Source: an optimization exercise on an open RTL-to-GDS flow (aim: small area and a short achievable clock period). Production flows keep margins and buffers that such runs may drop. Function was checked by simulation only, so behaviour that the tests miss may differ from the original.

== build 77 ==
// fir_filter
module fir_filter (
    input wire clk,
    input wire rst,
    input wire valid_in,
    input wire load,
    input wire [63:0] coeff_in,
    input wire [15:0] signal_in,
    output reg valid_out,
    output reg [31:0] signal_out
);
For scale: about 2900 cells after synthesis, ~120 I/O pins, roughly 35000 µm² of cells after synthesis.
export LEC_CHECK = 0
export CAP_MARGIN = 20
export CORE_MARGIN = 2
export CORE_UTILIZATION = 40
export SLEW_MARGIN = 20
export SYNTH_HIERARCHICAL = 1
create_clock -name core_clock -period 6.5 [get_ports {clk}]
standard.sh (not shown) runs the stock make flow with config.mk's settings and CLKGATE_MAP_FILE= SYNTH_SCRIPT=/design/flow/synth_recipe.tcl, a recipe that flattens the netlist after the stock synthesis.
==> flow/flow/run.sh <==
#!/bin/bash
# Own layout flow: the standard layout (standard.sh), with smaller port
# buffers and stronger drivers on the registers that feed the partial products.
set -euo pipefail
here=$(pwd)
export FIX_FANOUT=6
export FIX_MARGIN=2.6
bash standard.sh finish \
  "BUFFER_PORTS_ARGS=-buffer_cell sky130_fd_sc_hd__buf_2" \
  "POST_RESIZE_TCL=$here/flow/post_resize.tcl" \
  "SETUP_SLACK_MARGIN=2.6" "SETUP_MOVE_SEQUENCE=sizeup,swap" \
  > "$here/standard.log" 2>&1
==> flow/flow/post_resize.tcl <==
# Give the registers that drive the partial products (16 or more loads each)
# a stronger output: a larger flip-flop where the library has one, else a buffer.
set nfix 0
foreach inst [get_cells *] {
  set ref [get_property $inst ref_name]
  if {![string match "sky130_fd_sc_hd__*df*" $ref]} { continue }
  set q [get_pins -quiet [get_full_name $inst]/Q]
  if {[llength $q] == 0} { continue }
  set net [get_nets -of_objects $q]
  set loads [get_pins -of_objects $net -filter "direction==input"]
  if {[llength $loads] < $::env(FIX_FANOUT)} { continue }
  if {$ref eq "sky130_fd_sc_hd__dfrtp_1"} {
    replace_cell $inst sky130_fd_sc_hd__dfrtp_4
  } elseif {$ref eq "sky130_fd_sc_hd__dfxtp_1"} {
    replace_cell $inst sky130_fd_sc_hd__dfxtp_4
  } else {
    insert_buffer -buffer_cell sky130_fd_sc_hd__buf_4 -net [get_full_name $net]
  }
  incr nfix
}
puts "post_resize: strengthened $nfix register outputs"
if {[info exists ::env(FIX_MARGIN)]} {
  estimate_parasitics -placement
  repair_timing -setup -setup_margin $::env(FIX_MARGIN) -sequence "sizeup,swap" -skip_buffering -match_cell_footprint -verbose
}
The following lists how build 38 was set up differently from build 77:
Settings: putting SETUP_SLACK_MARGIN at 2.0 where nothing was set.
==> flow/run.sh (new file) <==
#!/bin/bash
# synth_recipe.tcl (not shown) runs the flow's synth.tcl, then flattens the netlist and writes it again
# the make line also repeats each setting of config.mk as NAME=value (left out here)
make -C /OpenROAD-flow-scripts/flow DESIGN_CONFIG=/design/flow/config.mk WORK_HOME=/design/flow/orfs CLKGATE_MAP_FILE= SYNTH_SCRIPT=/design/flow/synth_recipe.tcl finish
removed: flow/flow/run.sh
removed: flow/flow/post_resize.tcl
removed: flow/standard.sh
==> comparison <==
Global-route usage of build 77 is on par with build 38. Re layout clock buffer count: build 77 was higher than build 38. Final cell area: build 38 below build 77. Compared build 38 against build 77; total wire length after detailed routing within noise. Comparing build 77 and build 38, clock period minus final worst setup slack is lower on build 77.
## Diff of input files: build 20 against build 38
Settings: CTS_BUF_LIST now sky130_fd_sc_hd__clkbuf_4 sky130_fd_sc_hd__clkbuf_8, previously not set; SETUP_SLACK_MARGIN no longer set, was 2.0.
==> flow/flow/run.sh (new file) <==
#!/bin/bash
# Own layout flow: the standard layout (standard.sh), with smaller port
# buffers and stronger drivers on the registers that feed the partial products.
set -euo pipefail
here=$(pwd)
export FIX_FANOUT=6
export FIX_MARGIN=3.0
bash standard.sh finish \
  "BUFFER_PORTS_ARGS=-buffer_cell sky130_fd_sc_hd__buf_2" \
  "POST_RESIZE_TCL=$here/flow/post_resize.tcl" \
  > "$here/standard.log" 2>&1
==> flow/flow/post_resize.tcl (new file) <==
# Give the registers that drive the partial products (16 or more loads each)
# a stronger output: a larger flip-flop where the library has one, else a buffer.
set nfix 0
foreach inst [get_cells *] {
  set ref [get_property $inst ref_name]
  if {![string match "sky130_fd_sc_hd__*df*" $ref]} { continue }
  set q [get_pins -quiet [get_full_name $inst]/Q]
  if {[llength $q] == 0} { continue }
  set net [get_nets -of_objects $q]
  set loads [get_pins -of_objects $net -filter "direction==input"]
  if {[llength $loads] < $::env(FIX_FANOUT)} { continue }
  if {$ref eq "sky130_fd_sc_hd__dfrtp_1"} {
    replace_cell $inst sky130_fd_sc_hd__dfrtp_4
  } elseif {$ref eq "sky130_fd_sc_hd__dfxtp_1"} {
    replace_cell $inst sky130_fd_sc_hd__dfxtp_4
  } else {
    insert_buffer -buffer_cell sky130_fd_sc_hd__buf_4 -net [get_full_name $net]
  }
  incr nfix
}
puts "post_resize: strengthened $nfix register outputs"
if {[info exists ::env(FIX_MARGIN)]} {
  estimate_parasitics -placement
  repair_timing -setup -setup_margin $::env(FIX_MARGIN) -sequence "sizeup,swap" -skip_buffering -match_cell_footprint -verbose
}
==> flow/standard.sh (new file) <==
#!/bin/bash
# synth_recipe.tcl (not shown) runs the flow's synth.tcl, then flattens the netlist and writes it again
# the make line also repeats each setting of config.mk as NAME=value (left out here)
make -C /OpenROAD-flow-scripts/flow DESIGN_CONFIG=/design/flow/config.mk WORK_HOME=/design/flow/orfs CLKGATE_MAP_FILE= SYNTH_SCRIPT=/design/flow/synth_recipe.tcl "${@:-finish}"
removed: flow/run.sh
### Flow results
For build 38, the termination of the worst setup path was mid[78]$_DFFE_PP_, unlike build 20, where it was mid[39]$_DFFE_PP_. From build 38 to build 20 the numbers moved as follows: number of detailed-routing iterations run before antenna repair lost 1; fmax now sits higher. Across both runs, fraction of area in multi-input gates was higher for build 20 than for build 38. Delta (build 20 minus build 38): core occupancy in the finished layout now larger.
Inputs modified between build 20 and build 46:
Settings: CTS_BUF_LIST: sky130_fd_sc_hd__clkbuf_4 sky130_fd_sc_hd__clkbuf_8 -> unset.
diff --git a/flow/flow/run.sh b/flow/flow/run.sh
--- a/flow/flow/run.sh
+++ b/flow/flow/run.sh
@@ -7 +7 @@
-export FIX_MARGIN=3.0
+export FIX_MARGIN=2.0
- Per the comparison of build 46 with build 20, combined global-route utilization of all metal layers went down, utilization went down, total met3 wirelength after detailed routing went up, cell area reported after detailed placement went down.
- [compare] base=build 20 new=build 46: number of cells on the critical path rose 4; wire length of the first global-routing pass fell 1.8%; number of global-route vias before repair fell 1.6%.
> inputs changed (build 46 -> build 47)
diff --git a/flow/flow/run.sh b/flow/flow/run.sh
--- a/flow/flow/run.sh
+++ b/flow/flow/run.sh
@@ -7 +7 @@
-export FIX_MARGIN=2.0
+export FIX_MARGIN=2.3
@@ -10,0 +11 @@
+  "SETUP_SLACK_MARGIN=2.6" "SETUP_MOVE_SEQUENCE=sizeup,swap" \
## What came out
Build 46 → build 47: fraction of cell area in non-clock buffers went up 0.55 points, via count went down 161, post-cts resize count went up 537, register-to-register slack went up 300 ps. Build 47 vs build 46: detailed route wirelength on metal2 up by a few percent. A layer with the highest usage after global routing of met1 is what build 46 shows, while met2 belongs to build 47. In build 47 the routing usage on met3 turned out 1.8 points lower than in build 46. Of build 47 and build 46, build 47 shows the lower critical path depth, with build 46 above it.

-- separate check: timing with driven ports --
The results above use ideal ports. As a check the final layouts listed here were re-extracted and re-timed, cells and wires unchanged.
Step 1 sets driving cells, clkbuf_16 on the clock port and buf_2 on the other inputs (assumed; they add their load-dependent delay and slew).
Step 2 adds t to the input delays and takes it off the output delays; t is the mean of the earliest and latest rising clock arrival at the registers after step 1. Input paths then give back, and output paths get back, about the clock's delay inside the block.
Three values: no drivers, after step 1, after step 2; two values: the first two.
run | shift t [ns] | setup WS [ns] | worst setup path after step 2 | worst slew at a driven data input, ns
build 77 | 0.636 | 2.307 / 2.307 / 2.307 | register to register | 0.06
build 38 | 0.631 | 2.026 / 2.026 / 2.026 | register to register | 0.08
build 20 | 0.764 | 2.243 / 2.243 / 2.243 | register to register | 0.07
build 46 | 0.643 | 1.991 / 1.991 / 1.991 | register to register | 0.07
build 47 | 0.657 | 2.293 / 2.293 / 2.293 | register to register | 0.07
After both steps every run listed still meets setup and hold.
